Context: an optimization exercise on an open-source flow, tuned for small area and a short achievable clock period. The choices shown serve that exercise and are no tape-out recipe. RTL that was checked went through simulation tests only; none was proved equivalent to the original. Power figures rest on the tool's default switching activity, not on a simulated workload.

build 15:
## pcore_exe
module pcore_exe (
    input  logic          clk,
    input  logic          rst_n,                  
    input  logic [196:0]  id2exe_data_i,          
    input  logic [40:0]   id2exe_ctrl_i,          
    input  logic [3:0]    fwd2exe_i,              
    input  logic [31:0]   lsu2exe_fb_alu_result_i,
    input  logic [31:0]   wrb2exe_fb_rd_data_i,
    output logic [66:0]   exe2div_o,              
    output logic [95:0]   exe2lsu_data_o,         
    output logic [20:0]   exe2lsu_ctrl_o,         
    output logic [112:0]  exe2csr_data_o,         
    output logic [9:0]    exe2csr_ctrl_o,         
    output logic [12:0]   exe2fwd_o,              
    output logic [31:0]   exe2if_fb_o             
);
wire [31:0] rs1_data      = id2exe_data_i[196:165];
wire [31:0] rs2_data      = id2exe_data_i[164:133];
wire [31:0] instr         = id2exe_data_i[132:101];
wire [31:0] pc            = id2exe_data_i[100:69];
wire [31:0] pc_next       = id2exe_data_i[68:37];
wire [31:0] imm           = id2exe_data_i[36:5];
wire [3:0]  exc_code      = id2exe_data_i[4:1];
wire        instr_flushed = id2exe_data_i[0];
  ...
Settings: LEC_CHECK=0, CAP_MARGIN=20, CORE_MARGIN=2, CORE_UTILIZATION=40, SETUP_SLACK_MARGIN=5.0, SLEW_MARGIN=20, TNS_END_PERCENT=0; clock period 12.0 ns.
standard.sh (not shown) runs the stock make flow with config.mk's settings and CLKGATE_MAP_FILE= SYNTH_SCRIPT=/design/flow/synth_recipe.tcl, a recipe that flattens the netlist after the stock synthesis.
==> flow/flow/run.sh <==
#!/bin/bash
# Layout flow: the standard synthesis and layout, with two changes that
# leave the design's function and registers as the standard synthesis makes
# them:
#  - after synthesis, flow/fa_polarity.py removes inverters around the full
#    adders by complementing the inputs and outputs of some of them (a full
#    adder is self-dual), and
#  - the port buffers are sky130_fd_sc_hd__buf_1 rather than the default
#    delay buffer.
set -euo pipefail
RES=orfs/results/sky130hd/pcore_exe/base
bash standard.sh synth > synth.log 2>&1
cp $RES/1_2_yosys.v $RES/1_2_yosys_standard.v
python3 flow/fa_polarity.py $RES/1_2_yosys_standard.v $RES/1_2_yosys.v > polarity.log 2>&1
rm -f $RES/1_synth.odb $RES/1_synth.sdc
export BUFFER_PORTS_ARGS="-buffer_cell sky130_fd_sc_hd__buf_1"
bash standard.sh SETUP_SLACK_MARGIN=5.75 finish > layout.log 2>&1
Other scripts of this flow, unchanged in this note and not shown: flow/flow/fa_polarity.py
In summary, build 15 completed successfully, with a layout that passed the timing, design-rule and antenna checks.
The following lists how trial 94 was set up differently from build 15:
# build 15
export LEC_CHECK = 0
export CAP_MARGIN = 20
export CORE_MARGIN = 2
export CORE_UTILIZATION = 40
export SETUP_SLACK_MARGIN = 5.0
export SLEW_MARGIN = 20
export TNS_END_PERCENT = 0
create_clock -name core_clock -period 12.0 [get_ports {clk}]
# trial 94
export LEC_CHECK = 0
export CAP_MARGIN = 20
export CORE_MARGIN = 2
export CORE_UTILIZATION = 40
export SETUP_SLACK_MARGIN = 5.0
export SLEW_MARGIN = 20
create_clock -name core_clock -period 12.0 [get_ports {clk}]
diff --git a/flow/flow/run.sh b/flow/flow/run.sh
--- a/flow/flow/run.sh
+++ b/flow/flow/run.sh
@@ -16,2 +16,2 @@
 export BUFFER_PORTS_ARGS="-buffer_cell sky130_fd_sc_hd__buf_1"
-bash standard.sh SETUP_SLACK_MARGIN=5.75 finish > layout.log 2>&1
+bash standard.sh > layout.log 2>&1
### Flow results
Against build 15, trial 94 comes in 1.3 points lower on global-route usage.
Against build 15, number of global-route vias before repair in trial 94 fell slightly.
The final period utilization reported for trial 94 is greater than that of build 15 by 1.8 points.
fa_1 as the standard cell with the maximum stage delay on the critical path was reported by build 15, and a222oi_1 by trial 94.
Function was not checked in any run of this note: the RTL went through the layout flow alone.


## red
pcore_exe, a different RTL version from the one above (not shown whole).
Size in the first run: roughly 4,700 cells after synthesis, about 660 I/O pins, about 44,000 µm² of cells after synthesis.
Settings: LEC_CHECK=0, CAP_MARGIN=20, CORE_MARGIN=2, CORE_UTILIZATION=40, SETUP_SLACK_MARGIN=5.0, SLEW_MARGIN=20, TNS_END_PERCENT=0; clock period 12.0 ns.
==> flow/flow/run.sh <==
#!/bin/bash
# Layout flow: the standard synthesis and layout, with two changes that
# leave the design's function and registers as the standard synthesis makes
# them:
#  - after synthesis, flow/fa_polarity.py removes inverters around the full
#    adders by complementing the inputs and outputs of some of them (a full
#    adder is self-dual), and
#  - the port buffers are sky130_fd_sc_hd__buf_1 rather than the default
#    delay buffer.
set -euo pipefail
RES=orfs/results/sky130hd/pcore_exe/base
bash standard.sh synth > synth.log 2>&1
cp $RES/1_2_yosys.v $RES/1_2_yosys_standard.v
python3 flow/fa_polarity.py $RES/1_2_yosys_standard.v $RES/1_2_yosys.v > polarity.log 2>&1
rm -f $RES/1_synth.odb $RES/1_synth.sdc
export BUFFER_PORTS_ARGS="-buffer_cell sky130_fd_sc_hd__buf_1"
bash standard.sh SETUP_SLACK_MARGIN=5.75 finish > layout.log 2>&1
Other scripts of this flow, unchanged in this note and not shown: flow/flow/fa_polarity.py
## Diff of input files: blue against red
Settings: clearing TNS_END_PERCENT, which used to be 0.
-- flow/flow/run.sh --
<<< red, line 15
rm -f $RES/1_synth.odb $RES/1_synth.sdc
export BUFFER_PORTS_ARGS="-buffer_cell sky130_fd_sc_hd__buf_1"
bash standard.sh SETUP_SLACK_MARGIN=5.75 finish > layout.log 2>&1
>>> blue, line 15
rm -f $RES/1_synth.odb $RES/1_synth.sdc
export BUFFER_PORTS_ARGS="-buffer_cell sky130_fd_sc_hd__buf_1"
bash standard.sh > layout.log 2>&1
The lower count of TritonRoute iterations in the first routing pass came out of blue.
Flip-flop and latch share of the layout cell area across red and blue: no real change.
Comparing red and blue, the lower global-route usage is on blue.
blue: all stages complete, timing, DRC and antenna checks passed
Between red and blue, power decreased.
blue does better than red on final critical-path required period.
A startpoint of the worst setup timing path of wrb2exe_fb_rd_data_i[29] is what red shows, while fwd2exe_i[3] belongs to blue.
Final cell area excluding filler cells, red and blue, lower one = red.
Compared with red, in blue met3 usage decreased 2.6 points, clock transition time at the flip-flop clock pins of the worst setup and hold paths essentially unchanged.
The final reports for blue and red show clock power share higher in the former.
Going from red to blue, leakage power total grows by 0.76%.


Another version of the RTL of pcore_exe (not shown whole).
Size: about 660 I/O pins, ~44,000 um^2 of cells after synthesis.
==> flow/config.mk <==
export PLATFORM = sky130hd
export DESIGN_NAME = pcore_exe
export DESIGN_NICKNAME = pcore_exe
export VERILOG_FILES = /design/flow/design.v
export SDC_FILE = /design/flow/constraint.sdc
export NUM_CORES = 4
export LEC_CHECK = 0
export CAP_MARGIN = 20
export CORE_MARGIN = 2
export CORE_UTILIZATION = 50
export CTS_BUF_LIST = sky130_fd_sc_hd__clkbuf_4 sky130_fd_sc_hd__clkbuf_8
export SETUP_SLACK_MARGIN = 5.0
export SLEW_MARGIN = 20
export TNS_END_PERCENT = 0
==> flow/constraint.sdc <==
create_clock -name core_clock -period 12.0 [get_ports {clk}]
set_input_delay 2.4000 -clock core_clock [delete_from_list [all_inputs] [get_ports {clk}]]
set_output_delay 2.4000 -clock core_clock [all_outputs]
set_load 0.01 [all_outputs]
==> flow/flow/run.sh <==
#!/bin/bash
# Layout flow: the standard synthesis and layout, with two changes that
# leave the design's function and registers as the standard synthesis makes
# them:
#  - after synthesis, flow/fa_polarity.py removes inverters around the full
#    adders by complementing the inputs and outputs of some of them (a full
#    adder is self-dual), and
#  - the port buffers are sky130_fd_sc_hd__buf_1 rather than the default
#    delay buffer.
set -euo pipefail
RES=orfs/results/sky130hd/pcore_exe/base
bash standard.sh synth > synth.log 2>&1
cp $RES/1_2_yosys.v $RES/1_2_yosys_standard.v
python3 flow/fa_polarity.py $RES/1_2_yosys_standard.v $RES/1_2_yosys.v > polarity.log 2>&1
rm -f $RES/1_synth.odb $RES/1_synth.sdc
export BUFFER_PORTS_ARGS="-buffer_cell sky130_fd_sc_hd__buf_1"
bash standard.sh > layout.log 2>&1
Other scripts of this flow, unchanged in this note and not shown: flow/flow/fa_polarity.py
The baseline ran to the end with no violations.
Then changed:
CORE_UTILIZATION = 45   (was 50)
CTS_BUF_LIST = unset   (was sky130_fd_sc_hd__clkbuf_4 sky130_fd_sc_hd__clkbuf_8)
CTS_CLUSTER_DIAMETER = 60   (was unset)
CTS_CLUSTER_SIZE = 40   (was unset)
After rerunning: Total power goes up by about 1.8%. Worst hold slack improved by 0.065 ns. Count of clock-buffer cells in the layout is lower by 52. Global-route usage falls by 3.5 points. Area after synthesis stays the same. Sequential power stays flat.

separate check: timing with driven ports:
The results above use ideal ports. As a check the final layouts listed here were re-extracted and re-timed, cells and wires unchanged.
Step 1 assumes that a clkbuf_16 drives the clock port and a buf_2 every other input.
Step 2, shift: input delay + t, output delay - t, t = (earliest + latest rising clock arrival at the registers) / 2. This alone moves slack from input paths to output paths.
a / b / c = ideal / step 1 / step 2; a / b = the first two.
| run | t, ns | setup WS [ns] | cell pins on the clock port's net |
|---|---|---|---|
| build 15 | 0.759 | 5.097 / 5.025 / 4.280 | 1 |
| trial 94 | 0.743 | 4.876 / 4.795 / 4.310 | 1 |
| red | 0.713 | 4.910 / 4.877 / 4.243 | 1 |
| blue | 0.720 | 4.992 / 4.936 / 4.313 | 1 |
| the first run of note 3 | 0.812 | 4.788 / 4.812 / 4.021 | 1 |
| the second run of note 3 | 0.722 | 4.887 / 4.822 / 4.218 | 1 |
After both steps setup and hold are still met in every run listed. The setup slack of build 15, which loses most, moves by -0.072 ns with the drivers and by -0.817 ns with both steps.
